This design comes from an exercise in tuning for small area, a short achievable clock period and few clock cycles per item on the open sky130 flow, not from production work. The RTL was checked by simulation tests, not by an equivalence proof against the original design. Power and IR drop assume default switching activity.

**flow/design.v**
```verilog
module el2_exu_div_ctl
  (
   input logic           clk,                        
   input logic           rst_l,                      
   input logic           dp_valid,                   
   input logic           dp_unsign,                  
   input logic           dp_rem,                     
   input logic  [31:0]   dividend,                   
   input logic  [31:0]   divisor,                    
   input logic           cancel,                     
   output logic          finish_dly,                 
   output logic [31:0]   out                         
  );
   logic        sv_ff;                  
   logic        it_ff;                  
   logic        fin_ff;                 
   logic [3:0]  cnt_ff;                 
   logic        busy, last;
   logic [31:0] r_ff;                   
   logic [31:0] q_ff;                   
   logic [32:0] b_ff;                   
   logic        rem_ff, neg_ff;         
   assign busy = sv_ff | it_ff;
   assign last = it_ff & (cnt_ff == 4'd0);
   wire  sa = ~dp_unsign & dividend[31];
   wire  sb = ~dp_unsign & divisor[31];
   wire  bz = (divisor == 32'b0);
   wire [31:0] abs_a, abs_b;
   div_cneg_in u_nega (.s(sa), .x(dividend), .y(abs_a));
   div_cneg_in u_negb (.s(sb), .x(divisor),  .y(abs_b));
   wire        q1, d1_co, q2, d2_co;
   wire [31:0] r1, d2;
   div_step34 u_s1 (.en(it_ff), .x({2'b0, r_ff}), .b({1'b0, b_ff}), .q(q1), .co(d1_co), .y(r1));
   div_step33 u_s2 (.en(it_ff), .x({1'b0, r1}), .b({1'b0, b_ff[32:1]}), .q(q2), .co(d2_co), .y(d2));
   wire [31:0] r2_n = busy ? r1 : abs_a;
   wire [31:0] r_next = q2 ? d2 : r2_n;
   wire early = ~d1_co;
   wire [5:0] clza, clzb;
   div_clz32 u_clza (.x(r_ff), .n(clza));
   div_clz32 u_clzb (.x(b_ff[31:0]), .n(clzb));
   wire [5:0]  sdiff = clzb - clza;                     
   wire        bzero = clzb[5];
   wire [3:0]  m     = (bzero | ~sv_ff) ? 4'hf : sdiff[4:1];
   wire [32:0] b_rot;
   div_rot33 u_rot (.b(b_ff), .m(m), .y(b_rot));
   always_ff @(posedge clk or negedge rst_l) begin
      if (!rst_l) begin
         sv_ff  <= 1'b0;
         it_ff  <= 1'b0;
         fin_ff <= 1'b0;
      end
      else begin
         sv_ff  <= dp_valid & ~cancel;
         it_ff  <= ~cancel & ((sv_ff & ~early) | (it_ff & (cnt_ff != 4'd0)));
         fin_ff <= ~cancel & last;
      end
   end
   always_ff @(posedge clk) begin
      cnt_ff <= sv_ff ? m : cnt_ff - 4'd1;
      r_ff   <= r_next;
      q_ff   <= it_ff ? ((last & rem_ff) ? r_next : {q_ff[29:0], q1, q2}) :
                sv_ff ? 32'b0 : (abs_a & {32{dp_rem}});
      b_ff   <= busy ? b_rot : {1'b0, abs_b};
      if (!busy) begin
         rem_ff <= dp_rem;
         neg_ff <= dp_rem ? sa : (sa ^ sb) & ~bz;
      end
   end
   wire [31:0] ans;
   div_cneg_out u_nego (.s(neg_ff), .x(q_ff), .y(ans));
   assign out        = ans;
   assign finish_dly = ~cancel & (fin_ff | (sv_ff & early));
endmodule  
module div_cneg_in (input logic s, input logic [31:0] x, output logic [31:0] y);
   wire yy_po_l0_1 = x[1] | x[0];
   wire yy_po_l0_3 = x[3] | x[2];
   wire yy_po_l0_5 = x[5] | x[4];
   wire yy_po_l0_7 = x[7] | x[6];
   wire yy_po_l0_9 = x[9] | x[8];
   wire yy_po_l0_11 = x[11] | x[10];
   wire yy_po_l0_13 = x[13] | x[12];
   wire yy_po_l0_15 = x[15] | x[14];
   wire yy_po_l0_17 = x[17] | x[16];
   wire yy_po_l0_19 = x[19] | x[18];
   wire yy_po_l0_21 = x[21] | x[20];
   wire yy_po_l0_23 = x[23] | x[22];
   wire yy_po_l0_25 = x[25] | x[24];
   wire yy_po_l0_27 = x[27] | x[26];
   wire yy_po_l0_29 = x[29] | x[28];
   wire yy_po_l1_2 = x[2] | yy_po_l0_1;
   wire yy_po_l1_3 = yy_po_l0_3 | yy_po_l0_1;
   wire yy_po_l1_6 = x[6] | yy_po_l0_5;
   wire yy_po_l1_7 = yy_po_l0_7 | yy_po_l0_5;
   wire yy_po_l1_10 = x[10] | yy_po_l0_9;
   wire yy_po_l1_11 = yy_po_l0_11 | yy_po_l0_9;
   wire yy_po_l1_14 = x[14] | yy_po_l0_13;
   wire yy_po_l1_15 = yy_po_l0_15 | yy_po_l0_13;
   wire yy_po_l1_18 = x[18] | yy_po_l0_17;
   wire yy_po_l1_19 = yy_po_l0_19 | yy_po_l0_17;
   wire yy_po_l1_22 = x[22] | yy_po_l0_21;
   wire yy_po_l1_23 = yy_po_l0_23 | yy_po_l0_21;
   wire yy_po_l1_26 = x[26] | yy_po_l0_25;
   wire yy_po_l1_27 = yy_po_l0_27 | yy_po_l0_25;
   wire yy_po_l1_30 = x[30] | yy_po_l0_29;
   wire yy_po_l2_4 = x[4] | yy_po_l1_3;
   wire yy_po_l2_5 = yy_po_l0_5 | yy_po_l1_3;
   wire yy_po_l2_6 = yy_po_l1_6 | yy_po_l1_3;
   wire yy_po_l2_7 = yy_po_l1_7 | yy_po_l1_3;
   wire yy_po_l2_12 = x[12] | yy_po_l1_11;
   wire yy_po_l2_13 = yy_po_l0_13 | yy_po_l1_11;
   wire yy_po_l2_14 = yy_po_l1_14 | yy_po_l1_11;
   wire yy_po_l2_15 = yy_po_l1_15 | yy_po_l1_11;
   wire yy_po_l2_20 = x[20] | yy_po_l1_19;
   wire yy_po_l2_21 = yy_po_l0_21 | yy_po_l1_19;
   wire yy_po_l2_22 = yy_po_l1_22 | yy_po_l1_19;
   wire yy_po_l2_23 = yy_po_l1_23 | yy_po_l1_19;
   wire yy_po_l2_28 = x[28] | yy_po_l1_27;
   wire yy_po_l2_29 = yy_po_l0_29 | yy_po_l1_27;
   wire yy_po_l2_30 = yy_po_l1_30 | yy_po_l1_27;
   wire yy_po_l3_8 = x[8] | yy_po_l2_7;
   wire yy_po_l3_9 = yy_po_l0_9 | yy_po_l2_7;
   wire yy_po_l3_10 = yy_po_l1_10 | yy_po_l2_7;
   wire yy_po_l3_11 = yy_po_l1_11 | yy_po_l2_7;
   wire yy_po_l3_12 = yy_po_l2_12 | yy_po_l2_7;
   wire yy_po_l3_13 = yy_po_l2_13 | yy_po_l2_7;
   wire yy_po_l3_14 = yy_po_l2_14 | yy_po_l2_7;
   wire yy_po_l3_15 = yy_po_l2_15 | yy_po_l2_7;
   wire yy_po_l3_24 = x[24] | yy_po_l2_23;
   wire yy_po_l3_25 = yy_po_l0_25 | yy_po_l2_23;
   wire yy_po_l3_26 = yy_po_l1_26 | yy_po_l2_23;
   wire yy_po_l3_27 = yy_po_l1_27 | yy_po_l2_23;
   wire yy_po_l3_28 = yy_po_l2_28 | yy_po_l2_23;
   wire yy_po_l3_29 = yy_po_l2_29 | yy_po_l2_23;
   wire yy_po_l3_30 = yy_po_l2_30 | yy_po_l2_23;
   wire yy_po_l4_16 = x[16] | yy_po_l3_15;
   wire yy_po_l4_17 = yy_po_l0_17 | yy_po_l3_15;
   wire yy_po_l4_18 = yy_po_l1_18 | yy_po_l3_15;
   wire yy_po_l4_19 = yy_po_l1_19 | yy_po_l3_15;
   wire yy_po_l4_20 = yy_po_l2_20 | yy_po_l3_15;
   wire yy_po_l4_21 = yy_po_l2_21 | yy_po_l3_15;
   wire yy_po_l4_22 = yy_po_l2_22 | yy_po_l3_15;
   wire yy_po_l4_23 = yy_po_l2_23 | yy_po_l3_15;
   wire yy_po_l4_24 = yy_po_l3_24 | yy_po_l3_15;
   wire yy_po_l4_25 = yy_po_l3_25 | yy_po_l3_15;
   wire yy_po_l4_26 = yy_po_l3_26 | yy_po_l3_15;
   wire yy_po_l4_27 = yy_po_l3_27 | yy_po_l3_15;
   wire yy_po_l4_28 = yy_po_l3_28 | yy_po_l3_15;
   wire yy_po_l4_29 = yy_po_l3_29 | yy_po_l3_15;
   wire yy_po_l4_30 = yy_po_l3_30 | yy_po_l3_15;
   wire [30:0] yy_po;
   assign yy_po[0] = x[0];
   assign yy_po[1] = yy_po_l0_1;
   assign yy_po[2] = yy_po_l1_2;
   assign yy_po[3] = yy_po_l1_3;
   assign yy_po[4] = yy_po_l2_4;
   assign yy_po[5] = yy_po_l2_5;
   assign yy_po[6] = yy_po_l2_6;
   assign yy_po[7] = yy_po_l2_7;
   assign yy_po[8] = yy_po_l3_8;
   assign yy_po[9] = yy_po_l3_9;
   assign yy_po[10] = yy_po_l3_10;
   assign yy_po[11] = yy_po_l3_11;
   assign yy_po[12] = yy_po_l3_12;
   assign yy_po[13] = yy_po_l3_13;
   assign yy_po[14] = yy_po_l3_14;
   assign yy_po[15] = yy_po_l3_15;
   assign yy_po[16] = yy_po_l4_16;
   assign yy_po[17] = yy_po_l4_17;
   assign yy_po[18] = yy_po_l4_18;
   assign yy_po[19] = yy_po_l4_19;
   assign yy_po[20] = yy_po_l4_20;
   assign yy_po[21] = yy_po_l4_21;
   assign yy_po[22] = yy_po_l4_22;
   assign yy_po[23] = yy_po_l4_23;
   assign yy_po[24] = yy_po_l4_24;
   assign yy_po[25] = yy_po_l4_25;
   assign yy_po[26] = yy_po_l4_26;
   assign yy_po[27] = yy_po_l4_27;
   assign yy_po[28] = yy_po_l4_28;
   assign yy_po[29] = yy_po_l4_29;
   assign yy_po[30] = yy_po_l4_30;
   wire [31:0] yy;
   assign yy[0] = x[0];
   assign yy[31:1] = x[31:1] ^ ({31{s}} & yy_po);
   assign y = yy;
endmodule
module div_cneg_out (input logic s, input logic [31:0] x, output logic [31:0] y);
   wire yy_po_l0_1 = x[1] | x[0];
   wire yy_po_l0_3 = x[3] | x[2];
   wire yy_po_l0_5 = x[5] | x[4];
   wire yy_po_l0_7 = x[7] | x[6];
   wire yy_po_l0_9 = x[9] | x[8];
   wire yy_po_l0_11 = x[11] | x[10];
   wire yy_po_l0_13 = x[13] | x[12];
   wire yy_po_l0_15 = x[15] | x[14];
   wire yy_po_l0_17 = x[17] | x[16];
   wire yy_po_l0_19 = x[19] | x[18];
   wire yy_po_l0_21 = x[21] | x[20];
   wire yy_po_l0_23 = x[23] | x[22];
   wire yy_po_l0_25 = x[25] | x[24];
   wire yy_po_l0_27 = x[27] | x[26];
   wire yy_po_l0_29 = x[29] | x[28];
   wire yy_po_l1_2 = x[2] | yy_po_l0_1;
   wire yy_po_l1_3 = yy_po_l0_3 | yy_po_l0_1;
   wire yy_po_l1_6 = x[6] | yy_po_l0_5;
   wire yy_po_l1_7 = yy_po_l0_7 | yy_po_l0_5;
   wire yy_po_l1_10 = x[10] | yy_po_l0_9;
   wire yy_po_l1_11 = yy_po_l0_11 | yy_po_l0_9;
   wire yy_po_l1_14 = x[14] | yy_po_l0_13;
   wire yy_po_l1_15 = yy_po_l0_15 | yy_po_l0_13;
   wire yy_po_l1_18 = x[18] | yy_po_l0_17;
   wire yy_po_l1_19 = yy_po_l0_19 | yy_po_l0_17;
   wire yy_po_l1_22 = x[22] | yy_po_l0_21;
   wire yy_po_l1_23 = yy_po_l0_23 | yy_po_l0_21;
   wire yy_po_l1_26 = x[26] | yy_po_l0_25;
   wire yy_po_l1_27 = yy_po_l0_27 | yy_po_l0_25;
   wire yy_po_l1_30 = x[30] | yy_po_l0_29;
   wire yy_po_l2_4 = x[4] | yy_po_l1_3;
   wire yy_po_l2_5 = yy_po_l0_5 | yy_po_l1_3;
   wire yy_po_l2_6 = yy_po_l1_6 | yy_po_l1_3;
   wire yy_po_l2_7 = yy_po_l1_7 | yy_po_l1_3;
   wire yy_po_l2_12 = x[12] | yy_po_l1_11;
   wire yy_po_l2_13 = yy_po_l0_13 | yy_po_l1_11;
   wire yy_po_l2_14 = yy_po_l1_14 | yy_po_l1_11;
   wire yy_po_l2_15 = yy_po_l1_15 | yy_po_l1_11;
   wire yy_po_l2_20 = x[20] | yy_po_l1_19;
   wire yy_po_l2_21 = yy_po_l0_21 | yy_po_l1_19;
   wire yy_po_l2_22 = yy_po_l1_22 | yy_po_l1_19;
   wire yy_po_l2_23 = yy_po_l1_23 | yy_po_l1_19;
   wire yy_po_l2_28 = x[28] | yy_po_l1_27;
   wire yy_po_l2_29 = yy_po_l0_29 | yy_po_l1_27;
   wire yy_po_l2_30 = yy_po_l1_30 | yy_po_l1_27;
   wire yy_po_l3_8 = x[8] | yy_po_l2_7;
   wire yy_po_l3_9 = yy_po_l0_9 | yy_po_l2_7;
   wire yy_po_l3_10 = yy_po_l1_10 | yy_po_l2_7;
   wire yy_po_l3_11 = yy_po_l1_11 | yy_po_l2_7;
   wire yy_po_l3_12 = yy_po_l2_12 | yy_po_l2_7;
   wire yy_po_l3_13 = yy_po_l2_13 | yy_po_l2_7;
   wire yy_po_l3_14 = yy_po_l2_14 | yy_po_l2_7;
   wire yy_po_l3_15 = yy_po_l2_15 | yy_po_l2_7;
   wire yy_po_l3_24 = x[24] | yy_po_l2_23;
   wire yy_po_l3_25 = yy_po_l0_25 | yy_po_l2_23;
   wire yy_po_l3_26 = yy_po_l1_26 | yy_po_l2_23;
   wire yy_po_l3_27 = yy_po_l1_27 | yy_po_l2_23;
   wire yy_po_l3_28 = yy_po_l2_28 | yy_po_l2_23;
   wire yy_po_l3_29 = yy_po_l2_29 | yy_po_l2_23;
   wire yy_po_l3_30 = yy_po_l2_30 | yy_po_l2_23;
   wire yy_po_l4_16 = x[16] | yy_po_l3_15;
   wire yy_po_l4_17 = yy_po_l0_17 | yy_po_l3_15;
   wire yy_po_l4_18 = yy_po_l1_18 | yy_po_l3_15;
   wire yy_po_l4_19 = yy_po_l1_19 | yy_po_l3_15;
   wire yy_po_l4_20 = yy_po_l2_20 | yy_po_l3_15;
   wire yy_po_l4_21 = yy_po_l2_21 | yy_po_l3_15;
   wire yy_po_l4_22 = yy_po_l2_22 | yy_po_l3_15;
   wire yy_po_l4_23 = yy_po_l2_23 | yy_po_l3_15;
   wire yy_po_l4_24 = yy_po_l3_24 | yy_po_l3_15;
   wire yy_po_l4_25 = yy_po_l3_25 | yy_po_l3_15;
   wire yy_po_l4_26 = yy_po_l3_26 | yy_po_l3_15;
   wire yy_po_l4_27 = yy_po_l3_27 | yy_po_l3_15;
   wire yy_po_l4_28 = yy_po_l3_28 | yy_po_l3_15;
   wire yy_po_l4_29 = yy_po_l3_29 | yy_po_l3_15;
   wire yy_po_l4_30 = yy_po_l3_30 | yy_po_l3_15;
   wire [30:0] yy_po;
   assign yy_po[0] = x[0];
   assign yy_po[1] = yy_po_l0_1;
   assign yy_po[2] = yy_po_l1_2;
   assign yy_po[3] = yy_po_l1_3;
   assign yy_po[4] = yy_po_l2_4;
   assign yy_po[5] = yy_po_l2_5;
   assign yy_po[6] = yy_po_l2_6;
   assign yy_po[7] = yy_po_l2_7;
   assign yy_po[8] = yy_po_l3_8;
   assign yy_po[9] = yy_po_l3_9;
   assign yy_po[10] = yy_po_l3_10;
   assign yy_po[11] = yy_po_l3_11;
   assign yy_po[12] = yy_po_l3_12;
   assign yy_po[13] = yy_po_l3_13;
   assign yy_po[14] = yy_po_l3_14;
   assign yy_po[15] = yy_po_l3_15;
   assign yy_po[16] = yy_po_l4_16;
   assign yy_po[17] = yy_po_l4_17;
   assign yy_po[18] = yy_po_l4_18;
   assign yy_po[19] = yy_po_l4_19;
   assign yy_po[20] = yy_po_l4_20;
   assign yy_po[21] = yy_po_l4_21;
   assign yy_po[22] = yy_po_l4_22;
   assign yy_po[23] = yy_po_l4_23;
   assign yy_po[24] = yy_po_l4_24;
   assign yy_po[25] = yy_po_l4_25;
   assign yy_po[26] = yy_po_l4_26;
   assign yy_po[27] = yy_po_l4_27;
   assign yy_po[28] = yy_po_l4_28;
   assign yy_po[29] = yy_po_l4_29;
   assign yy_po[30] = yy_po_l4_30;
   wire [31:0] yy;
   assign yy[0] = x[0];
   assign yy[31:1] = x[31:1] ^ ({31{s}} & yy_po);
   assign y = yy;
endmodule
module div_step34 (input logic en, input logic [33:0] x, input logic [33:0] b, output logic q, output logic co, output logic [31:0] y);
   wire [33:0] d_p0 = x ^ ~b;
   wire [33:0] d_g0 = x & ~b;
   wire d_g1_1 = d_g0[1] | (d_p0[1] & (d_g0[0] | d_p0[0]));
   wire d_g1_3 = d_g0[3] | (d_p0[3] & d_g0[2]);
   wire d_p1_3 = d_p0[3] & d_p0[2];
   wire d_g1_5 = d_g0[5] | (d_p0[5] & d_g0[4]);
   wire d_p1_5 = d_p0[5] & d_p0[4];
   wire d_g1_7 = d_g0[7] | (d_p0[7] & d_g0[6]);
   wire d_p1_7 = d_p0[7] & d_p0[6];
   wire d_g1_9 = d_g0[9] | (d_p0[9] & d_g0[8]);
   wire d_p1_9 = d_p0[9] & d_p0[8];
   wire d_g1_11 = d_g0[11] | (d_p0[11] & d_g0[10]);
   wire d_p1_11 = d_p0[11] & d_p0[10];
   wire d_g1_13 = d_g0[13] | (d_p0[13] & d_g0[12]);
   wire d_p1_13 = d_p0[13] & d_p0[12];
   wire d_g1_15 = d_g0[15] | (d_p0[15] & d_g0[14]);
   wire d_p1_15 = d_p0[15] & d_p0[14];
   wire d_g1_17 = d_g0[17] | (d_p0[17] & d_g0[16]);
   wire d_p1_17 = d_p0[17] & d_p0[16];
   wire d_g1_19 = d_g0[19] | (d_p0[19] & d_g0[18]);
   wire d_p1_19 = d_p0[19] & d_p0[18];
   wire d_g1_21 = d_g0[21] | (d_p0[21] & d_g0[20]);
   wire d_p1_21 = d_p0[21] & d_p0[20];
   wire d_g1_23 = d_g0[23] | (d_p0[23] & d_g0[22]);
   wire d_p1_23 = d_p0[23] & d_p0[22];
   wire d_g1_25 = d_g0[25] | (d_p0[25] & d_g0[24]);
   wire d_p1_25 = d_p0[25] & d_p0[24];
   wire d_g1_27 = d_g0[27] | (d_p0[27] & d_g0[26]);
   wire d_p1_27 = d_p0[27] & d_p0[26];
   wire d_g1_29 = d_g0[29] | (d_p0[29] & d_g0[28]);
   wire d_p1_29 = d_p0[29] & d_p0[28];
   wire d_g1_31 = d_g0[31] | (d_p0[31] & d_g0[30]);
   wire d_p1_31 = d_p0[31] & d_p0[30];
   wire d_g1_33 = d_g0[33] | (d_p0[33] & d_g0[32]);
   wire d_p1_33 = d_p0[33] & d_p0[32];
   wire d_g2_3 = d_g1_3 | (d_p1_3 & d_g1_1);
   wire d_g2_7 = d_g1_7 | (d_p1_7 & d_g1_5);
   wire d_p2_7 = d_p1_7 & d_p1_5;
   wire d_g2_11 = d_g1_11 | (d_p1_11 & d_g1_9);
   wire d_p2_11 = d_p1_11 & d_p1_9;
   wire d_g2_15 = d_g1_15 | (d_p1_15 & d_g1_13);
   wire d_p2_15 = d_p1_15 & d_p1_13;
   wire d_g2_19 = d_g1_19 | (d_p1_19 & d_g1_17);
   wire d_p2_19 = d_p1_19 & d_p1_17;
   wire d_g2_23 = d_g1_23 | (d_p1_23 & d_g1_21);
   wire d_p2_23 = d_p1_23 & d_p1_21;
   wire d_g2_27 = d_g1_27 | (d_p1_27 & d_g1_25);
   wire d_p2_27 = d_p1_27 & d_p1_25;
   wire d_g2_31 = d_g1_31 | (d_p1_31 & d_g1_29);
   wire d_p2_31 = d_p1_31 & d_p1_29;
   wire d_g3_7 = d_g2_7 | (d_p2_7 & d_g2_3);
   wire d_g3_15 = d_g2_15 | (d_p2_15 & d_g2_11);
   wire d_p3_15 = d_p2_15 & d_p2_11;
   wire d_g3_23 = d_g2_23 | (d_p2_23 & d_g2_19);
   wire d_p3_23 = d_p2_23 & d_p2_19;
   wire d_g3_31 = d_g2_31 | (d_p2_31 & d_g2_27);
   wire d_p3_31 = d_p2_31 & d_p2_27;
   wire d_g4_15 = d_g3_15 | (d_p3_15 & d_g3_7);
   wire d_g4_31 = d_g3_31 | (d_p3_31 & d_g3_23);
   wire d_p4_31 = d_p3_31 & d_p3_23;
   wire d_g5_31 = d_g4_31 | (d_p4_31 & d_g4_15);
   wire d_g7_23 = d_g3_23 | (d_p3_23 & d_g4_15);
   wire d_g8_11 = d_g2_11 | (d_p2_11 & d_g3_7);
   wire d_g8_19 = d_g2_19 | (d_p2_19 & d_g4_15);
   wire d_g8_27 = d_g2_27 | (d_p2_27 & d_g7_23);
   wire d_g9_5 = d_g1_5 | (d_p1_5 & d_g2_3);
   wire d_g9_9 = d_g1_9 | (d_p1_9 & d_g3_7);
   wire d_g9_13 = d_g1_13 | (d_p1_13 & d_g8_11);
   wire d_g9_17 = d_g1_17 | (d_p1_17 & d_g4_15);
   wire d_g9_21 = d_g1_21 | (d_p1_21 & d_g8_19);
   wire d_g9_25 = d_g1_25 | (d_p1_25 & d_g7_23);
   wire d_g9_29 = d_g1_29 | (d_p1_29 & d_g8_27);
   wire d_g9_33 = d_g1_33 | (d_p1_33 & d_g5_31);
   wire d_g10_2 = d_g0[2] | (d_p0[2] & d_g1_1);
   wire d_g10_4 = d_g0[4] | (d_p0[4] & d_g2_3);
   wire d_g10_6 = d_g0[6] | (d_p0[6] & d_g9_5);
   wire d_g10_8 = d_g0[8] | (d_p0[8] & d_g3_7);
   wire d_g10_10 = d_g0[10] | (d_p0[10] & d_g9_9);
   wire d_g10_12 = d_g0[12] | (d_p0[12] & d_g8_11);
   wire d_g10_14 = d_g0[14] | (d_p0[14] & d_g9_13);
   wire d_g10_16 = d_g0[16] | (d_p0[16] & d_g4_15);
   wire d_g10_18 = d_g0[18] | (d_p0[18] & d_g9_17);
   wire d_g10_20 = d_g0[20] | (d_p0[20] & d_g8_19);
   wire d_g10_22 = d_g0[22] | (d_p0[22] & d_g9_21);
   wire d_g10_24 = d_g0[24] | (d_p0[24] & d_g7_23);
   wire d_g10_26 = d_g0[26] | (d_p0[26] & d_g9_25);
   wire d_g10_28 = d_g0[28] | (d_p0[28] & d_g8_27);
   wire d_g10_30 = d_g0[30] | (d_p0[30] & d_g9_29);
   wire d_g10_32 = d_g0[32] | (d_p0[32] & d_g5_31);
   wire [33:0] d_c = {d_g9_33, d_g10_32, d_g5_31, d_g10_30, d_g9_29, d_g10_28, d_g8_27, d_g10_26, d_g9_25, d_g10_24, d_g7_23, d_g10_22, d_g9_21, d_g10_20, d_g8_19, d_g10_18, d_g9_17, d_g10_16, d_g4_15, d_g10_14, d_g9_13, d_g10_12, d_g8_11, d_g10_10, d_g9_9, d_g10_8, d_g3_7, d_g10_6, d_g9_5, d_g10_4, d_g2_3, d_g10_2, d_g1_1, (d_g0[0] | d_p0[0])};
   wire [33:0] d = d_p0 ^ {d_c[32:0], 1'b1};
   wire d_co = d_c[33];
   assign co = d_co;
   assign q  = en & d_co;
   assign y  = q ? d[31:0] : x[31:0];
endmodule
module div_step33 (input logic en, input logic [32:0] x, input logic [32:0] b, output logic q, output logic co, output logic [31:0] y);
   wire [32:0] d_p0 = x ^ ~b;
   wire [32:0] d_g0 = x & ~b;
   wire d_g1_1 = d_g0[1] | (d_p0[1] & (d_g0[0] | d_p0[0]));
   wire d_g1_3 = d_g0[3] | (d_p0[3] & d_g0[2]);
   wire d_p1_3 = d_p0[3] & d_p0[2];
   wire d_g1_5 = d_g0[5] | (d_p0[5] & d_g0[4]);
   wire d_p1_5 = d_p0[5] & d_p0[4];
   wire d_g1_7 = d_g0[7] | (d_p0[7] & d_g0[6]);
   wire d_p1_7 = d_p0[7] & d_p0[6];
   wire d_g1_9 = d_g0[9] | (d_p0[9] & d_g0[8]);
   wire d_p1_9 = d_p0[9] & d_p0[8];
   wire d_g1_11 = d_g0[11] | (d_p0[11] & d_g0[10]);
   wire d_p1_11 = d_p0[11] & d_p0[10];
   wire d_g1_13 = d_g0[13] | (d_p0[13] & d_g0[12]);
   wire d_p1_13 = d_p0[13] & d_p0[12];
   wire d_g1_15 = d_g0[15] | (d_p0[15] & d_g0[14]);
   wire d_p1_15 = d_p0[15] & d_p0[14];
   wire d_g1_17 = d_g0[17] | (d_p0[17] & d_g0[16]);
   wire d_p1_17 = d_p0[17] & d_p0[16];
   wire d_g1_19 = d_g0[19] | (d_p0[19] & d_g0[18]);
   wire d_p1_19 = d_p0[19] & d_p0[18];
   wire d_g1_21 = d_g0[21] | (d_p0[21] & d_g0[20]);
   wire d_p1_21 = d_p0[21] & d_p0[20];
   wire d_g1_23 = d_g0[23] | (d_p0[23] & d_g0[22]);
   wire d_p1_23 = d_p0[23] & d_p0[22];
   wire d_g1_25 = d_g0[25] | (d_p0[25] & d_g0[24]);
   wire d_p1_25 = d_p0[25] & d_p0[24];
   wire d_g1_27 = d_g0[27] | (d_p0[27] & d_g0[26]);
   wire d_p1_27 = d_p0[27] & d_p0[26];
   wire d_g1_29 = d_g0[29] | (d_p0[29] & d_g0[28]);
   wire d_p1_29 = d_p0[29] & d_p0[28];
   wire d_g1_31 = d_g0[31] | (d_p0[31] & d_g0[30]);
   wire d_p1_31 = d_p0[31] & d_p0[30];
   wire d_g2_3 = d_g1_3 | (d_p1_3 & d_g1_1);
   wire d_g2_7 = d_g1_7 | (d_p1_7 & d_g1_5);
   wire d_p2_7 = d_p1_7 & d_p1_5;
   wire d_g2_11 = d_g1_11 | (d_p1_11 & d_g1_9);
   wire d_p2_11 = d_p1_11 & d_p1_9;
   wire d_g2_15 = d_g1_15 | (d_p1_15 & d_g1_13);
   wire d_p2_15 = d_p1_15 & d_p1_13;
   wire d_g2_19 = d_g1_19 | (d_p1_19 & d_g1_17);
   wire d_p2_19 = d_p1_19 & d_p1_17;
   wire d_g2_23 = d_g1_23 | (d_p1_23 & d_g1_21);
   wire d_p2_23 = d_p1_23 & d_p1_21;
   wire d_g2_27 = d_g1_27 | (d_p1_27 & d_g1_25);
   wire d_p2_27 = d_p1_27 & d_p1_25;
   wire d_g2_31 = d_g1_31 | (d_p1_31 & d_g1_29);
   wire d_p2_31 = d_p1_31 & d_p1_29;
   wire d_g3_7 = d_g2_7 | (d_p2_7 & d_g2_3);
   wire d_g3_15 = d_g2_15 | (d_p2_15 & d_g2_11);
   wire d_p3_15 = d_p2_15 & d_p2_11;
   wire d_g3_23 = d_g2_23 | (d_p2_23 & d_g2_19);
   wire d_p3_23 = d_p2_23 & d_p2_19;
   wire d_g3_31 = d_g2_31 | (d_p2_31 & d_g2_27);
   wire d_p3_31 = d_p2_31 & d_p2_27;
   wire d_g4_15 = d_g3_15 | (d_p3_15 & d_g3_7);
   wire d_g4_31 = d_g3_31 | (d_p3_31 & d_g3_23);
   wire d_p4_31 = d_p3_31 & d_p3_23;
   wire d_g5_31 = d_g4_31 | (d_p4_31 & d_g4_15);
   wire d_g7_23 = d_g3_23 | (d_p3_23 & d_g4_15);
   wire d_g8_11 = d_g2_11 | (d_p2_11 & d_g3_7);
   wire d_g8_19 = d_g2_19 | (d_p2_19 & d_g4_15);
   wire d_g8_27 = d_g2_27 | (d_p2_27 & d_g7_23);
   wire d_g9_5 = d_g1_5 | (d_p1_5 & d_g2_3);
   wire d_g9_9 = d_g1_9 | (d_p1_9 & d_g3_7);
   wire d_g9_13 = d_g1_13 | (d_p1_13 & d_g8_11);
   wire d_g9_17 = d_g1_17 | (d_p1_17 & d_g4_15);
   wire d_g9_21 = d_g1_21 | (d_p1_21 & d_g8_19);
   wire d_g9_25 = d_g1_25 | (d_p1_25 & d_g7_23);
   wire d_g9_29 = d_g1_29 | (d_p1_29 & d_g8_27);
   wire d_g10_2 = d_g0[2] | (d_p0[2] & d_g1_1);
   wire d_g10_4 = d_g0[4] | (d_p0[4] & d_g2_3);
   wire d_g10_6 = d_g0[6] | (d_p0[6] & d_g9_5);
   wire d_g10_8 = d_g0[8] | (d_p0[8] & d_g3_7);
   wire d_g10_10 = d_g0[10] | (d_p0[10] & d_g9_9);
   wire d_g10_12 = d_g0[12] | (d_p0[12] & d_g8_11);
   wire d_g10_14 = d_g0[14] | (d_p0[14] & d_g9_13);
   wire d_g10_16 = d_g0[16] | (d_p0[16] & d_g4_15);
   wire d_g10_18 = d_g0[18] | (d_p0[18] & d_g9_17);
   wire d_g10_20 = d_g0[20] | (d_p0[20] & d_g8_19);
   wire d_g10_22 = d_g0[22] | (d_p0[22] & d_g9_21);
   wire d_g10_24 = d_g0[24] | (d_p0[24] & d_g7_23);
   wire d_g10_26 = d_g0[26] | (d_p0[26] & d_g9_25);
   wire d_g10_28 = d_g0[28] | (d_p0[28] & d_g8_27);
   wire d_g10_30 = d_g0[30] | (d_p0[30] & d_g9_29);
   wire d_g10_32 = d_g0[32] | (d_p0[32] & d_g5_31);
   wire [32:0] d_c = {d_g10_32, d_g5_31, d_g10_30, d_g9_29, d_g10_28, d_g8_27, d_g10_26, d_g9_25, d_g10_24, d_g7_23, d_g10_22, d_g9_21, d_g10_20, d_g8_19, d_g10_18, d_g9_17, d_g10_16, d_g4_15, d_g10_14, d_g9_13, d_g10_12, d_g8_11, d_g10_10, d_g9_9, d_g10_8, d_g3_7, d_g10_6, d_g9_5, d_g10_4, d_g2_3, d_g10_2, d_g1_1, (d_g0[0] | d_p0[0])};
   wire [32:0] d = d_p0 ^ {d_c[31:0], 1'b1};
   wire d_co = d_c[32];
   assign co = d_co;
   assign q  = en & d_co;
   assign y  = d[31:0];
endmodule
module div_clz32 (input logic [31:0] x, output logic [5:0] n);
   wire c_v0_0 = x[1] | x[0];
   wire c_z0_0 = ~x[1];
   wire c_v0_1 = x[3] | x[2];
   wire c_z0_1 = ~x[3];
   wire c_v0_2 = x[5] | x[4];
   wire c_z0_2 = ~x[5];
   wire c_v0_3 = x[7] | x[6];
   wire c_z0_3 = ~x[7];
   wire c_v0_4 = x[9] | x[8];
   wire c_z0_4 = ~x[9];
   wire c_v0_5 = x[11] | x[10];
   wire c_z0_5 = ~x[11];
   wire c_v0_6 = x[13] | x[12];
   wire c_z0_6 = ~x[13];
   wire c_v0_7 = x[15] | x[14];
   wire c_z0_7 = ~x[15];
   wire c_v0_8 = x[17] | x[16];
   wire c_z0_8 = ~x[17];
   wire c_v0_9 = x[19] | x[18];
   wire c_z0_9 = ~x[19];
   wire c_v0_10 = x[21] | x[20];
   wire c_z0_10 = ~x[21];
   wire c_v0_11 = x[23] | x[22];
   wire c_z0_11 = ~x[23];
   wire c_v0_12 = x[25] | x[24];
   wire c_z0_12 = ~x[25];
   wire c_v0_13 = x[27] | x[26];
   wire c_z0_13 = ~x[27];
   wire c_v0_14 = x[29] | x[28];
   wire c_z0_14 = ~x[29];
   wire c_v0_15 = x[31] | x[30];
   wire c_z0_15 = ~x[31];
   wire c_v1_0 = c_v0_1 | c_v0_0;
   wire c_z1_0_0 = c_v0_1 ? c_z0_1 : c_z0_0;
   wire c_v1_1 = c_v0_3 | c_v0_2;
   wire c_z1_1_0 = c_v0_3 ? c_z0_3 : c_z0_2;
   wire c_v1_2 = c_v0_5 | c_v0_4;
   wire c_z1_2_0 = c_v0_5 ? c_z0_5 : c_z0_4;
   wire c_v1_3 = c_v0_7 | c_v0_6;
   wire c_z1_3_0 = c_v0_7 ? c_z0_7 : c_z0_6;
   wire c_v1_4 = c_v0_9 | c_v0_8;
   wire c_z1_4_0 = c_v0_9 ? c_z0_9 : c_z0_8;
   wire c_v1_5 = c_v0_11 | c_v0_10;
   wire c_z1_5_0 = c_v0_11 ? c_z0_11 : c_z0_10;
   wire c_v1_6 = c_v0_13 | c_v0_12;
   wire c_z1_6_0 = c_v0_13 ? c_z0_13 : c_z0_12;
   wire c_v1_7 = c_v0_15 | c_v0_14;
   wire c_z1_7_0 = c_v0_15 ? c_z0_15 : c_z0_14;
   wire c_v2_0 = c_v1_1 | c_v1_0;
   wire c_z2_0_0 = c_v1_1 ? ~c_v0_3 : ~c_v0_1;
   wire c_z2_0_1 = c_v1_1 ? c_z1_1_0 : c_z1_0_0;
   wire c_v2_1 = c_v1_3 | c_v1_2;
   wire c_z2_1_0 = c_v1_3 ? ~c_v0_7 : ~c_v0_5;
   wire c_z2_1_1 = c_v1_3 ? c_z1_3_0 : c_z1_2_0;
   wire c_v2_2 = c_v1_5 | c_v1_4;
   wire c_z2_2_0 = c_v1_5 ? ~c_v0_11 : ~c_v0_9;
   wire c_z2_2_1 = c_v1_5 ? c_z1_5_0 : c_z1_4_0;
   wire c_v2_3 = c_v1_7 | c_v1_6;
   wire c_z2_3_0 = c_v1_7 ? ~c_v0_15 : ~c_v0_13;
   wire c_z2_3_1 = c_v1_7 ? c_z1_7_0 : c_z1_6_0;
   wire c_v3_0 = c_v2_1 | c_v2_0;
   wire c_z3_0_0 = c_v2_1 ? ~c_v1_3 : ~c_v1_1;
   wire c_z3_0_1 = c_v2_1 ? c_z2_1_0 : c_z2_0_0;
   wire c_z3_0_2 = c_v2_1 ? c_z2_1_1 : c_z2_0_1;
   wire c_v3_1 = c_v2_3 | c_v2_2;
   wire c_z3_1_0 = c_v2_3 ? ~c_v1_7 : ~c_v1_5;
   wire c_z3_1_1 = c_v2_3 ? c_z2_3_0 : c_z2_2_0;
   wire c_z3_1_2 = c_v2_3 ? c_z2_3_1 : c_z2_2_1;
   wire c_v4_0 = c_v3_1 | c_v3_0;
   wire c_z4_0_0 = c_v3_1 ? ~c_v2_3 : ~c_v2_1;
   wire c_z4_0_1 = c_v3_1 ? c_z3_1_0 : c_z3_0_0;
   wire c_z4_0_2 = c_v3_1 ? c_z3_1_1 : c_z3_0_1;
   wire c_z4_0_3 = c_v3_1 ? c_z3_1_2 : c_z3_0_2;
   wire [5:0] c = {~c_v4_0, c_v4_0 & ~c_v3_1, c_v4_0 & c_z4_0_0, c_v4_0 & c_z4_0_1, c_v4_0 & c_z4_0_2, c_v4_0 & c_z4_0_3};
   assign n = c;
endmodule
module div_rot33 (input logic [32:0] b, input logic [3:0] m, output logic [32:0] y);
   wire [32:0] b_r1  = {b[31:0], b[32]};
   wire [32:0] b_r2  = m[0] ? {b_r1[30:0], b_r1[32:31]} : b_r1;
   wire [32:0] b_r4  = m[1] ? {b_r2[28:0], b_r2[32:29]} : b_r2;
   wire [32:0] b_r8  = m[2] ? {b_r4[24:0], b_r4[32:25]} : b_r4;
   assign y          = m[3] ? {b_r8[16:0], b_r8[32:17]} : b_r8;
endmodule
```
**flow/flow/run.sh**
```bash
#!/bin/bash
# The standard layout (standard.sh), with these changes in how the layout is made:
#  - every input and output port still gets its own buffer, but a plain buf_1
#    (OpenROAD's buffer_ports -buffer_cell) instead of the default delay buffer;
#    the resizer upsizes it where timing needs;
#  - any further ORFS variables listed in flow/extra_vars (one NAME=value per line).
# make's output goes to flow.log; ORFS keeps each step's own log under orfs/logs.
set -euo pipefail
MARGIN=${MARGIN:-6.8}
PORTBUF=${PORTBUF:-sky130_fd_sc_hd__buf_1}
EXTRA="'BUFFER_PORTS_ARGS=-buffer_cell ${PORTBUF}'"
if [[ -f flow/extra_vars ]]; then
  while read -r line; do
    [[ -z "$line" || "$line" == \#* ]] && continue
    EXTRA="$EXTRA '$line'"
  done < flow/extra_vars
fi
sed -E -e "s/SETUP_SLACK_MARGIN=[^ ]+/SETUP_SLACK_MARGIN=${MARGIN}/" \
       -e "s|CLKGATE_MAP_FILE= |CLKGATE_MAP_FILE= ${EXTRA} |" \
       standard.sh > standard_mod.sh
grep -q "BUFFER_PORTS_ARGS" standard_mod.sh
bash standard_mod.sh > flow.log 2>&1
```
**flow/flow/extra_vars**
```
SKIP_INCREMENTAL_REPAIR=1
SETUP_MOVE_SEQUENCE=unbuffer,sizeup,swap,buffer
```
**flow/standard.sh**
```bash
#!/bin/bash
# synth_recipe.tcl (not shown) runs the flow's synth.tcl, then flattens the netlist and writes it again
# the make line also repeats each setting of config.mk as NAME=value (left out here)
make -C /OpenROAD-flow-scripts/flow DESIGN_CONFIG=/design/flow/config.mk WORK_HOME=/design/flow/orfs CLKGATE_MAP_FILE= SYNTH_SCRIPT=/design/flow/synth_recipe.tcl "${@:-finish}"
```
**flow/config.mk**
```make
export PLATFORM = sky130hd
export DESIGN_NAME = el2_exu_div_ctl
export DESIGN_NICKNAME = el2_exu_div_ctl
export VERILOG_FILES = /design/flow/design.v
export SDC_FILE = /design/flow/constraint.sdc
export NUM_CORES = 8
export LEC_CHECK = 0
export CAP_MARGIN = 40
export CORE_MARGIN = 2
export CORE_UTILIZATION = 40
export SETUP_SLACK_MARGIN = 5
export SLEW_MARGIN = 40
export SYNTH_HIERARCHICAL = 1
export SYNTH_MINIMUM_KEEP_SIZE = 0
```
**flow/constraint.sdc**
```tcl
create_clock -name core_clock -period 12.0 [get_ports {clk}]
set_input_delay 2.4000 -clock core_clock [delete_from_list [all_inputs] [get_ports {clk}]]
set_output_delay 2.4000 -clock core_clock [all_outputs]
set_load 0.01 [all_outputs]
```
==> parameters.txt, run 1 <==
Parameter                              Value

STA
  Aggregate negative setup slack    0 ns
  Layout Skew    0.01220 ns
  Ratio of final minimum period to clock period    43.92%
  Pins Over Slew Limit    0
  Final setup slack of the worst path    6.729 ns
  Actual slew at the worst max-slew pin    0.8537 ns
  Number of setup violations in the final report    0
  Maximum clock frequency    189.7 MHz
  Rel. slew slack    43.08%
  Final hold violation count    0
  Crit path time final    5.271 ns
  Worst Hold Margin    0.4833 ns

Final layout
  Layout-stage area growth over the synthesis result    9.985%
  Ant diodes    0
  Fill cells    2912
  Ratio of cells with drive above 1 in the final layout    24.07%
  Number of nets in the layout    1513

Global routing
  Vias in the first global route    10061
  Wire length of the first global-routing pass    56360 um
  Sum of overflow across all layers after global routing    0
  Pin count of the biggest net entering global routing    65
  Global-route total usage across every layer    21.84%
  Number of antenna violations at the first check in global routing    0

CTS
  Max Buffers Root-to-Sink    2
  Clock tree from TritonCTS    yes
  Clk pin slew, worst setup/hold paths    0.08 ns
  Post-CTS Hold Fix Bufs    0
  Number of CTS-inserted buffers    9
  Cell at the root of the clock tree    sky130_fd_sc_hd__clkbuf_16
  H-tree Lvls    3
  Clock network latency to the later pin of the worst-skew pair    0.37 ns
  Gates resized, CTS repair    84
  Buffer count from post-CTS setup fixing    12
  Number of clock sinks seen by CTS    106

Synth
  Gate count after technology mapping    1264
  Yosys warns    7
  Area of the mapped netlist    12360 sq um
  Post-synthesis area per instance    9.775 sq um

Routing
  Residual DRC    0
  First-pass detailed-route iteration total    4
  Number of nets still failing antenna checks after routing    0
  Iter 0 DRT Violations    893
  Detailed Route WL    35040 um
  Total vias in the final route    10129
  Vias/cell    5.815
  Post-detailed-route wirelength per cell    20.12 um

Die
  Die Ht    179.8 um
  Horizontal die dimension    179.8 um
  Core area    30510 sq um
  Total die area    32310 sq um
  Number of placed I/O pins    103
  Cell Rows    64
  Initial core utilization    40.50%

Power
  Combinational cell fraction of total power    71.8%
  Maximum ir drop on the vdd rail    0.1077 mV
  Proportion of power drawn by flip-flops and latches    20.5%
  Int Pwr    2.050 mW
  Cell leakage power    5.564 nW
  Fraction of power spent switching nets    48.64%
  Fraction of power consumed by the clock network    7.7%
  Net Sw Power    1.941 mW
  Power per standard cell area    293.7 nW/um^2

Worst hold path
  Class of the worst hold path    register to register

Placed design
  Port Buf Inserts    102
  Worst slack, placed    5.414 ns
  Routability Congestion    0.8847
  Total half-perimeter wirelength after legalization and detailed placement    27160 um

Run
  Max_cap viols    0

Run status
  Run status  timing/DRC/antenna clean

Worst setup path
  Startpoint-to-endpoint class of the critical path    register to register
  Cell type of the slowest stage on the worst timing path    sky130_fd_sc_hd__dfxtp_2
  Maximum fanout encountered on the critical timing path    25
  Category of the worst setup path launch point    register
  Number of buffer and inverter instances along the worst setup path    3
  Top delay family on crit path    compound AO/OA/AOI/OAI gates
  Sequence of cells on the critical path    inv_1 > ha_1 > a21oi_1 > o21ai_0 > a21oi_2 > a31oi_4 > o41ai_4 > buf_12 > mux2i_2 > inv_1 > ha_1 > fa_1 > nand2b_4 > a21oi_2 > o2111ai_2 > o211a_4 > o21ai_4 > a31oi_1 > fa_1 > xnor2_1 > nand2_1 > o21ai_2 > a221o_1
  Highest cell delay on the worst timing path    0.44 ns
  Nature of the critical path endpoint    register
  Arrival time of the worst setup path    5.54 ns
  Required time reported for the critical path endpoint    12.26 ns
-- worst reg2reg max path, delay by kind of cell, from the launching register on --
family / cells / cell delay (ns)
and+or+nand+nor: 2 / 0.25
xor gates and xnor gates: 1 / 0.14
DFF: 1 / 0.44
AOI/OAI and AO/OA: 12 / 2.37
muxes: 1 / 0.27
adders and majority gates: 4 / 1.30
buffers and inverters: 3 / 0.40
-- power by group through the flow --
stage | clock (mW) | sequential, mW | combinational [mW]
final | 0.306 | 0.819 | 2.87
after global routing | 0.325 | 0.840 | 3.18
after floorplan | 0 | 0.665 | 2.19
after global placement | 0 | 0.827 | 2.65
after detailed placement | 0 | 0.823 | 2.71
after CTS | 0.313 | 0.813 | 2.86
-- stage by stage --
step	cells	util, %	instance area, sq um	power (mW)
global placement	1709	42.22	12880	3.474
finish	1742	44.54	13590	3.991
floorplan	1268	-	12370	2.855
detailed placement	1714	42.53	12980	3.533
CTS	1742	44.54	13590	3.987
global route	1742	44.54	13590	4.342
-- state kept, by name, indices dropped and copies added, names as in the netlist --
signal,flops
r_ff,32
neg_ff,1
cnt_ff,4
it_ff,1
b_ff,33
q_ff,32
rem_ff,1
fin_ff,1
sv_ff,1
-- cells in the final DEF (no fill, tap or decap), types with 9 or more instances in the layout --
| cell | instances |
|---|---|
| sky130_fd_sc_hd__ha_1 | 67 |
| sky130_fd_sc_hd__o21ai_0 | 48 |
| sky130_fd_sc_hd__nand4_1 | 10 |
| sky130_fd_sc_hd__inv_1 | 118 |
| sky130_fd_sc_hd__o21ai_2 | 36 |
| sky130_fd_sc_hd__a31oi_1 | 9 |
| sky130_fd_sc_hd__clkbuf_16 | 9 |
| sky130_fd_sc_hd__mux2_4 | 21 |
| sky130_fd_sc_hd__fa_1 | 32 |
| sky130_fd_sc_hd__buf_4 | 17 |
| sky130_fd_sc_hd__dfxtp_2 | 17 |
| sky130_fd_sc_hd__and3_1 | 35 |
| sky130_fd_sc_hd__a21oi_1 | 40 |
| sky130_fd_sc_hd__nor2_1 | 40 |
| sky130_fd_sc_hd__dfxtp_4 | 19 |
| sky130_fd_sc_hd__nand2b_1 | 9 |
| sky130_fd_sc_hd__xor2_1 | 20 |
| sky130_fd_sc_hd__o31ai_1 | 29 |
| sky130_fd_sc_hd__nor4_1 | 25 |
| sky130_fd_sc_hd__or4_4 | 10 |
| sky130_fd_sc_hd__mux4_2 | 59 |
| sky130_fd_sc_hd__a221o_1 | 32 |
| sky130_fd_sc_hd__mux2_2 | 35 |
| sky130_fd_sc_hd__buf_1 | 100 |
| sky130_fd_sc_hd__a21o_1 | 14 |
| sky130_fd_sc_hd__a21oi_2 | 11 |
| sky130_fd_sc_hd__xnor2_1 | 110 |
| sky130_fd_sc_hd__nand2_1 | 86 |
| sky130_fd_sc_hd__mux2i_1 | 39 |
| sky130_fd_sc_hd__dfxtp_1 | 65 |
| sky130_fd_sc_hd__o41ai_2 | 12 |
| sky130_fd_sc_hd__nor2b_1 | 12 |
| sky130_fd_sc_hd__nor3_1 | 11 |
-- final timing paths --
path | from | endpoint | slack, ns | cells after the start
setup / recovery | b_ff[11]$_DFF_P_ | q_ff[27]$_DFF_P_ | 6.73 | 23
setup reg to reg | b_ff[11]$_DFF_P_ | q_ff[27]$_DFF_P_ | 6.73 | 23
hold / removal | cnt_ff[0]$_DFF_P_ | cnt_ff[0]$_DFF_P_ | 0.48 | 1
max in group asynchronous | rst_l | sv_ff$_DFF_PN0_ | 10.02 | 1
min in group asynchronous | rst_l | it_ff$_DFF_PN0_ | 1.82 | 1
hold reg to reg | cnt_ff[0]$_DFF_P_ | cnt_ff[0]$_DFF_P_ | 0.48 | 1
-- metal layers --
layer / wire length, um / global-route usage, %
met1: 14200 / 26.41
met2: 18100 / 39.63
met3: 1918 / 3.748
met4: 825 / 6.244
met5: 0 / 0
-- cell type report --
class	count	area [sq um]	area share, %
repair buffers	126	628.1	4.622
inverters	118	442.9	3.259
clock buffers	10	239.0	1.759
flip-flops and latches	106	2250	16.55
clock inverters	6	56.30	0.4143
well taps	396	495.5	3.646
multi-input cells	980	9478	69.74
Testbench counts, summed over its fixed seeds: cycles 18,134, items 3,200.
==> run 2, diff against run 1 <==
==> flow/flow/extra_vars (replaced) <==
SKIP_INCREMENTAL_REPAIR=1
--- a/flow/config.mk
+++ b/flow/config.mk
@@ -8,6 +8,7 @@
 export CAP_MARGIN = 40
 export CORE_MARGIN = 2
 export CORE_UTILIZATION = 40
+export CTS_BUF_LIST = sky130_fd_sc_hd__clkbuf_8
 export SETUP_SLACK_MARGIN = 5
 export SLEW_MARGIN = 40
 export SYNTH_HIERARCHICAL = 1
==> run 2 against run 1 <==
Effect of this change:
- worst hold slack better by 0.00098 ns
- synthesized cell count unchanged
- sequential share of layout area about the same
- first-iteration DRC count down 7.8%
- sequential power up 0.6%
- via count about the same
- clock-buffer cell count unchanged
- clock skew up 0.0055 ns
- core utilization down 0.25 points
- maximum frequency up 0.74%
==> parameters.txt, run 2 <==
Parameter                              Value

Run status
  Run status  timing/DRC/antenna clean

Global routing
  Vias in the first global route    10053 (-0.080%)
  Number of antenna violations at the first check in global routing    1 (+1)
  Global-route total usage across every layer    21.79% (-0.047 points)
  Sum of overflow across all layers after global routing    0 (unchanged)
  Pin count of the biggest net entering global routing    65 (unchanged)
  Wire length of the first global-routing pass    56280 um (-0.13%)

Synth
  Gate count after technology mapping    1264 (unchanged)
  Area of the mapped netlist    12360 sq um (unchanged)
  Post-synthesis area per instance    9.775 sq um (unchanged)
  Yosys warns    7 (unchanged)

Final layout
  Number of nets in the layout    1516 (+0.20%)
  Non-filler instance count after layout    1745 (+0.17%)
  Final design utilization    44.29% (-0.25 points)
  Fill cells    2913 (+0.034%)
  Register area    2240 sq um (-0.44%)
  Largest register FFs    33 (unchanged)
  Final instance area    13510 sq um (-0.56%)
  Registers with the most flip-flops    b_ff x33, q_ff x32, r_ff x32
  Ant diodes    0 (unchanged)
  Register containing the most flip-flops in the final layout    b_ff
  Ratio of cells with drive above 1 in the final layout    23.65% (-0.42 points)
  Multi-input gate area in the final layout    9460 sq um (-0.18%)
  Layout-stage area growth over the synthesis result    9.367%
  Commonest cells after routing, fill and taps aside    sky130_fd_sc_hd__inv_1, sky130_fd_sc_hd__xnor2_1, sky130_fd_sc_hd__buf_1, sky130_fd_sc_hd__nand2_1
  Most frequent standard cell in the layout excluding fill and tap cells    sky130_fd_sc_hd__inv_1

STA
  Maximum clock frequency    191.1 MHz (+0.74%)
  Final hold violation count    0 (unchanged)
  Aggregate negative setup slack    0 ns (unchanged)
  Final setup slack of the worst path    6.768 ns (+0.03861 ns)
  Rel. slew slack    42.91% (-0.17 points)
  Crit path time final    5.232 ns (-0.03861 ns)
  Pins Over Slew Limit    0 (unchanged)
  Number of setup violations in the final report    0 (unchanged)
  Ratio of final minimum period to clock period    43.60% (-0.32 points)
  Worst Hold Margin    0.4843 ns (+0.0009780 ns)
  Layout Skew    0.01771 ns (+0.005513 ns)
  Actual slew at the worst max-slew pin    0.8542 ns (+0.0004537 ns)

Die
  Die Ht    179.8 um (unchanged)
  Horizontal die dimension    179.8 um (unchanged)
  Core area    30510 sq um (unchanged)
  Number of placed I/O pins    103 (unchanged)
  Initial core utilization    40.50% (unchanged)
  Cell Rows    64 (unchanged)
  Total die area    32310 sq um (unchanged)

CTS
  H-tree Lvls    3 (unchanged)
  Buffer count from post-CTS setup fixing    13 (+1)
  Clock network latency to the later pin of the worst-skew pair    0.42 ns (+0.05 ns)
  Max Buffers Root-to-Sink    2 (unchanged)
  Clk pin slew, worst setup/hold paths    0.12 ns (+0.04 ns)
  Cell at the root of the clock tree    sky130_fd_sc_hd__clkbuf_8
  Gates resized, CTS repair    77 (-8.3%)
  Number of CTS-inserted buffers    9 (unchanged)
  Number of clock sinks seen by CTS    106 (unchanged)
  Post-CTS Hold Fix Bufs    0 (unchanged)
  Clock tree from TritonCTS    yes

Routing
  Post-detailed-route wirelength per cell    20.07 um (-0.22%)
  Vias/cell    5.807 (-0.12%)
  Residual DRC    0 (unchanged)
  Detailed Route WL    35030 um (about the same)
  First-pass detailed-route iteration total    5 (+1)
  Number of nets still failing antenna checks after routing    0 (unchanged)
  Iter 0 DRT Violations    823 (-7.8%)
  Total vias in the final route    10134 (+0.049%)

Placed design
  Total half-perimeter wirelength after legalization and detailed placement    27160 um (unchanged)
  Total placed cells including tap cells    1714 (unchanged)
  Area of placed instances    12980 sq um (unchanged)
  Worst slack, placed    5.414 ns (unchanged)
  Port Buf Inserts    102 (unchanged)
  Routability Congestion    0.8847 (unchanged)

Worst setup path
  Startpoint-to-endpoint class of the critical path    register to primary output
  Nature of the critical path endpoint    primary output
  Maximum fanout encountered on the critical timing path    3 (-88%)
  Category of the worst setup path launch point    register
  Required time reported for the critical path endpoint    9.60 ns (-2.66 ns)
  Arrival time of the worst setup path    2.83 ns (-2.71 ns)

Power
  Net Sw Power    1.932 mW (-0.46%)
  Overall power after layout    3.901 mW (-2.3%)
  Combinational cell fraction of total power    72.9% (+1.1 points)
  Power per standard cell area    288.7 nW/um^2 (-1.7%)
  Fraction of power consumed by the clock network    6.0% (-1.7 points)
  Cell leakage power    5.552 nW (-0.22%)
  Int Pwr    1.968 mW (-4.0%)
  Maximum ir drop on the vdd rail    0.1081 mV (+0.38%)
  Proportion of power drawn by flip-flops and latches    21.1% (+0.6 points)
  Fraction of power spent switching nets    49.54% (+0.90 points)

Run
  Max_cap viols    0 (unchanged)

Worst hold path
  Class of the worst hold path    register to register
[run 2: cell count changes in the layout (fill, tap and decap cells not counted), moves of 2 or more]
cell                        before  now
sky130_fd_sc_hd__dfxtp_4        19   17
sky130_fd_sc_hd__dfxtp_1        65   69
sky130_fd_sc_hd__dfxtp_2        17   15
sky130_fd_sc_hd__ha_4            2    0
sky130_fd_sc_hd__clkbuf_8        1   10
sky130_fd_sc_hd__ha_1           67   69
sky130_fd_sc_hd__clkbuf_16       9    0
sky130_fd_sc_hd__a21oi_1        40   43
sky130_fd_sc_hd__a21oi_2        11    7
[run 2: area by class of cell]
cell class                      instances  share of cell area (%)
Multi-Input combinational cell        981                   70.01
Clock buffer                           10                   1.019
Clock inverter                          6                  0.4167
Tap cell                              396                   3.667
Timing Repair Buffer                  128                   5.037
Sequential cell                       106                   16.57
Inverter                              118                   3.278
[run 2: worst max-delay path: stages (launching register included)]
cell and delay [ns]:
sky130_fd_sc_hd__dfxtp_2 0.36, sky130_fd_sc_hd__inv_1 0.05, sky130_fd_sc_hd__ha_1 0.19, sky130_fd_sc_hd__fa_2 0.35, sky130_fd_sc_hd__nand2b_4 0.17, sky130_fd_sc_hd__a21oi_4 0.16, sky130_fd_sc_hd__o211ai_1 0.09, sky130_fd_sc_hd__buf_4 0.16
sky130_fd_sc_hd__a31oi_4 0.18, sky130_fd_sc_hd__nor3_2 0.06, sky130_fd_sc_hd__o21ai_2 0.24, sky130_fd_sc_hd__inv_1 0.07, sky130_fd_sc_hd__a21oi_1 0.13, sky130_fd_sc_hd__nor2_1 0.06, sky130_fd_sc_hd__buf_2 0.14
[run 2: per-layer routing]
metal	wire (um)	track usage (%)	vias up
li1	-	-	4844
met5	0	0	-
met1	14580	27.00	4968
met3	1792	3.485	48
met2	17870	38.88	274
met4	782	6.407	0
[run 2: power groups by stage]
stage / Clock (mW) / Sequential (mW) / Combinational (mW)
after floorplan: 0 / 0.665 / 2.19
after global placement: 0 / 0.827 / 2.65
after detailed placement: 0 / 0.823 / 2.71
after CTS: 0.237 / 0.817 / 2.84
after global routing: 0.249 / 0.845 / 3.15
final: 0.233 / 0.824 / 2.84
[run 2: worst paths after layout]
kind                                        start                 to  slack (ns)  depth (start not counted)
worst max-delay path              r_ff[0]$_DFF_P_         finish_dly        6.77                         14
max in group asynchronous                   rst_l    sv_ff$_DFF_PN0_       10.07                          1
min in group asynchronous                   rst_l    it_ff$_DFF_PN0_        1.76                          1
worst max register to register   r_ff[22]$_DFF_P_    b_ff[2]$_DFF_P_        6.79                         15
worst min-delay path            cnt_ff[0]$_DFF_P_  cnt_ff[0]$_DFF_P_        0.48                          1
worst min register to register  cnt_ff[0]$_DFF_P_  cnt_ff[0]$_DFF_P_        0.48                          1
==> run 3, diff against run 2 <==
--- a/flow/config.mk
+++ b/flow/config.mk
@@ -9,6 +9,8 @@
 export CORE_MARGIN = 2
 export CORE_UTILIZATION = 40
 export CTS_BUF_LIST = sky130_fd_sc_hd__clkbuf_8
+export CTS_CLUSTER_DIAMETER = 200
+export CTS_CLUSTER_SIZE = 60
 export SETUP_SLACK_MARGIN = 5
 export SLEW_MARGIN = 40
 export SYNTH_HIERARCHICAL = 1
==> run 3 against run 2 <==
Effect of this change:
- still clean
- register-to-register slack barely moved
- combinational power barely moved
- routed wire length did not move
- synthesized cell count did not move
- cell count did not move
- worst hold slack did not move
- maximum frequency did not move
- sequential power barely moved
- clock skew did not move
- sequential share of layout area did not move
==> parameters.txt, run 3 <==
Parameter                              Value

Run status
  Run status  timing/DRC/antenna clean

Worst setup path
  Highest cell delay on the worst timing path    0.36 ns (about the same)
  Arrival time of the worst setup path    2.83 ns (about the same)
  Sequence of cells on the critical path    inv_1 > ha_1 > fa_2 > nand2b_4 > a21oi_4 > o211ai_1 > buf_4 > a31oi_4 > nor3_2 > o21ai_2 > inv_1 > a21oi_1 > nor2_1 > buf_2
  Most Frequent Cell on Critical Path    sky130_fd_sc_hd__inv_1
  Startpoint-to-endpoint class of the critical path    register to primary output
  Maximum fanout encountered on the critical timing path    3 (unchanged)
  Reg2Reg Depth    15 (unchanged)
  Cell type of the slowest stage on the worst timing path    sky130_fd_sc_hd__dfxtp_2
  Top delay family on crit path    compound AO/OA/AOI/OAI gates
  Number of buffer and inverter instances along the worst setup path    4 (unchanged)
  FF-to-FF Start    r_ff[22]$_DFF_P_
  Required time reported for the critical path endpoint    9.60 ns (about the same)
  Nature of the critical path endpoint    primary output
  Register-to-register setup slack    6.79 ns (about the same)
  Reg-to-reg endpoint    b_ff[2]$_DFF_P_
  Category of the worst setup path launch point    register

Placed design
  Total half-perimeter wirelength after legalization and detailed placement    27160 um (unchanged)
  Port Buf Inserts    102 (unchanged)
  Routability Congestion    0.8847 (unchanged)

Run
  Max_cap viols    0 (unchanged)

Worst hold path
  Depth of the worst hold-timing path    1 (unchanged)
  Min-Delay Endpoint    cnt_ff[0]$_DFF_P_
  Class of the worst hold path    register to register
  Hold path startpoint    cnt_ff[0]$_DFF_P_

STA
  Crit path time final    5.232 ns (unchanged)
  Final hold violation count    0 (unchanged)
  Actual slew at the worst max-slew pin    0.8542 ns (unchanged)
  Rel. slew slack    42.91% (unchanged)
  Maximum clock frequency    191.1 MHz (unchanged)
  Number of setup violations in the final report    0 (unchanged)
  Layout Skew    0.01771 ns (unchanged)
  Aggregate negative setup slack    0 ns (unchanged)
  Pins Over Slew Limit    0 (unchanged)
  Ratio of final minimum period to clock period    43.60% (unchanged)

Final layout
  Commonest cells after routing, fill and taps aside    sky130_fd_sc_hd__inv_1, sky130_fd_sc_hd__xnor2_1, sky130_fd_sc_hd__buf_1, sky130_fd_sc_hd__nand2_1
  Ratio of cells with drive above 1 in the final layout    23.65% (unchanged)
  Layout-stage area growth over the synthesis result    9.367% (unchanged)
  Most frequent standard cell in the layout excluding fill and tap cells    sky130_fd_sc_hd__inv_1
  Largest register FFs    33 (unchanged)
  Registers with the most flip-flops    b_ff x33, q_ff x32, r_ff x32
  Register containing the most flip-flops in the final layout    b_ff
  Number of nets in the layout    1516 (unchanged)
  Ant diodes    0 (unchanged)

Die
  Number of placed I/O pins    103 (unchanged)
  Die Ht    179.8 um (unchanged)
  Total die area    32310 sq um (unchanged)
  Initial core utilization    40.50% (unchanged)
  Cell Rows    64 (unchanged)
  Core area    30510 sq um (unchanged)
  Horizontal die dimension    179.8 um (unchanged)

Routing
  Post-detailed-route wirelength per cell    20.07 um (unchanged)
  Residual DRC    0 (unchanged)
  Total vias in the final route    10134 (unchanged)
  Iter 0 DRT Violations    823 (unchanged)
  Number of nets still failing antenna checks after routing    0 (unchanged)
  First-pass detailed-route iteration total    5 (unchanged)
  Detailed Route WL    35030 um (unchanged)
  Vias/cell    5.807 (unchanged)

CTS
  Max Buffers Root-to-Sink    2 (unchanged)
  Buffer count from post-CTS setup fixing    13 (unchanged)
  Number of clock sinks seen by CTS    106 (unchanged)
  H-tree Lvls    3 (unchanged)
  Gates resized, CTS repair    77 (unchanged)
  Cell at the root of the clock tree    sky130_fd_sc_hd__clkbuf_8
  Clock network latency to the later pin of the worst-skew pair    0.42 ns (about the same)
  Clk pin slew, worst setup/hold paths    0.12 ns (about the same)
  Number of CTS-inserted buffers    9 (unchanged)
  Post-CTS Hold Fix Bufs    0 (unchanged)
  Clock tree from TritonCTS    yes

Synth
  Post-synthesis area per instance    9.775 sq um (unchanged)
  Gate count after technology mapping    1264 (unchanged)
  Area of the mapped netlist    12360 sq um (unchanged)
  Yosys warns    7 (unchanged)

Global routing
  Sum of overflow across all layers after global routing    0 (unchanged)
  Global-route total usage across every layer    21.79% (unchanged)
  Pin count of the biggest net entering global routing    65 (unchanged)
  Wire length of the first global-routing pass    56280 um (unchanged)
  Number of antenna violations at the first check in global routing    1 (unchanged)
  Vias in the first global route    10053 (unchanged)

Power
  Maximum ir drop on the vdd rail    0.1081 mV (unchanged)
  Overall power after layout    3.901 mW (unchanged)
  Cell leakage power    5.552 nW (unchanged)
  Power per standard cell area    288.7 nW/um^2 (unchanged)
-- run 3: power breakdown --
group	switching, mW	leakage, nW	internal [mW]
Clock	0.148	0.0905	0.0856
Sequential	0.308	0.914	0.515
Combinational	1.48	4.55	1.37
Total	1.93	5.55	1.97
-- run 3: worst max path at each step --
stage / endpoint / from / slack [ns] / cells past startpoint
6_report: finish_dly / r_ff[0]$_DFF_P_ / 6.77 / 14
2_1_floorplan: q_ff[27]$_DFF_P_ / b_ff[27]$_DFF_P_ / 6.99 / 23
5_1_grt: q_ff[23]$_DFF_P_ / b_ff[3]$_DFF_P_ / 6.48 / 24
4_1_cts: finish_dly / cancel / 6.80 / 3
3_3_place_gp: q_ff[3]$_DFF_P_ / b_ff[23]$_DFF_P_ / 5.51 / 21
3_5_place_dp: q_ff[12]$_DFF_P_ / b_ff[23]$_DFF_P_ / 5.41 / 21
-- run 3: metrics by stage --
| step | hold WS (ns) | instance area, sq um | utilization [%] | setup WS (ns) | instances |
|---|---|---|---|---|---|
| 2_1_floorplan | 0.4422 | 12370 | - | 6.991 | 1268 |
| 3_3_place_gp | 0.4758 | 12880 | 42.22 | 5.507 | 1709 |
| 3_5_place_dp | 0.4636 | 12980 | 42.53 | 5.414 | 1714 |
| 4_1_cts | 0.4934 | 13510 | 44.29 | 6.801 | 1745 |
| 5_1_grt | 0.5174 | 13510 | 44.29 | 6.479 | 1745 |
| 6_report | 0.4843 | 13510 | 44.29 | 6.768 | 1745 |
-- run 3: worst register-to-register path: stages (launching register included) --
cell and delay, ns:
sky130_fd_sc_hd__dfxtp_1 0.40, sky130_fd_sc_hd__nor4_2 0.45, sky130_fd_sc_hd__nand2_1 0.25, sky130_fd_sc_hd__or2_4 0.32
sky130_fd_sc_hd__or4_4 0.49, sky130_fd_sc_hd__o21ai_2 0.13, sky130_fd_sc_hd__inv_1 0.09, sky130_fd_sc_hd__fa_1 0.46
sky130_fd_sc_hd__a21o_1 0.19, sky130_fd_sc_hd__a21oi_1 0.17, sky130_fd_sc_hd__xnor2_1 0.14, sky130_fd_sc_hd__nand2_1 0.09
sky130_fd_sc_hd__buf_4 0.38, sky130_fd_sc_hd__mux4_1 0.71, sky130_fd_sc_hd__mux4_1 0.54, sky130_fd_sc_hd__mux2_2 0.29
-- run 3: routing by layer --
layer	up-vias	wire length (um)	share of wire, %	global-route usage (%)
li1	4844	-	-	-
met1	4968	14580	42	27.00
met2	274	17870	51	38.88
met3	48	1792	5.1	3.485
met4	0	782	2.2	6.407
met5	-	0	0	0
-- run 3: area by class of cell --
cell class,count,area (sq um)
Timing Repair Buffer,128,680.7
Tap cell,396,495.5
Multi-Input combinational cell,981,9460
Inverter,118,442.9
Sequential cell,106,2240
Clock inverter,6,56.30
Clock buffer,10,137.6
Fill cell,2913,17000

==> afterwards: timing with drivers on the ports <==
Ports are ideal in the flow. The routed layouts listed here were re-timed in OpenROAD. Step 1 (the two cells are an assumption about what drives the block):
set clk [get_ports {clk}]
set_driving_cell -lib_cell sky130_fd_sc_hd__clkbuf_16 $clk
set_driving_cell -lib_cell sky130_fd_sc_hd__buf_2 [delete_from_list [all_inputs] $clk]
Step 2, shift: input delay + t, output delay - t, t = (earliest + latest rising clock arrival at the registers) / 2. This alone moves slack from input paths to output paths. Three values: ideal, step 1, step 2; two values: the first two.
run	t, ns	setup WS [ns]	cell pins on the clock port's net
run 1	0.419	6.729 / 6.698 / 6.729	1
run 2	0.452	6.768 / 6.726 / 6.769	1
run 3	0.452	6.768 / 6.726 / 6.769	1
After both steps setup and hold are still met in every run listed.
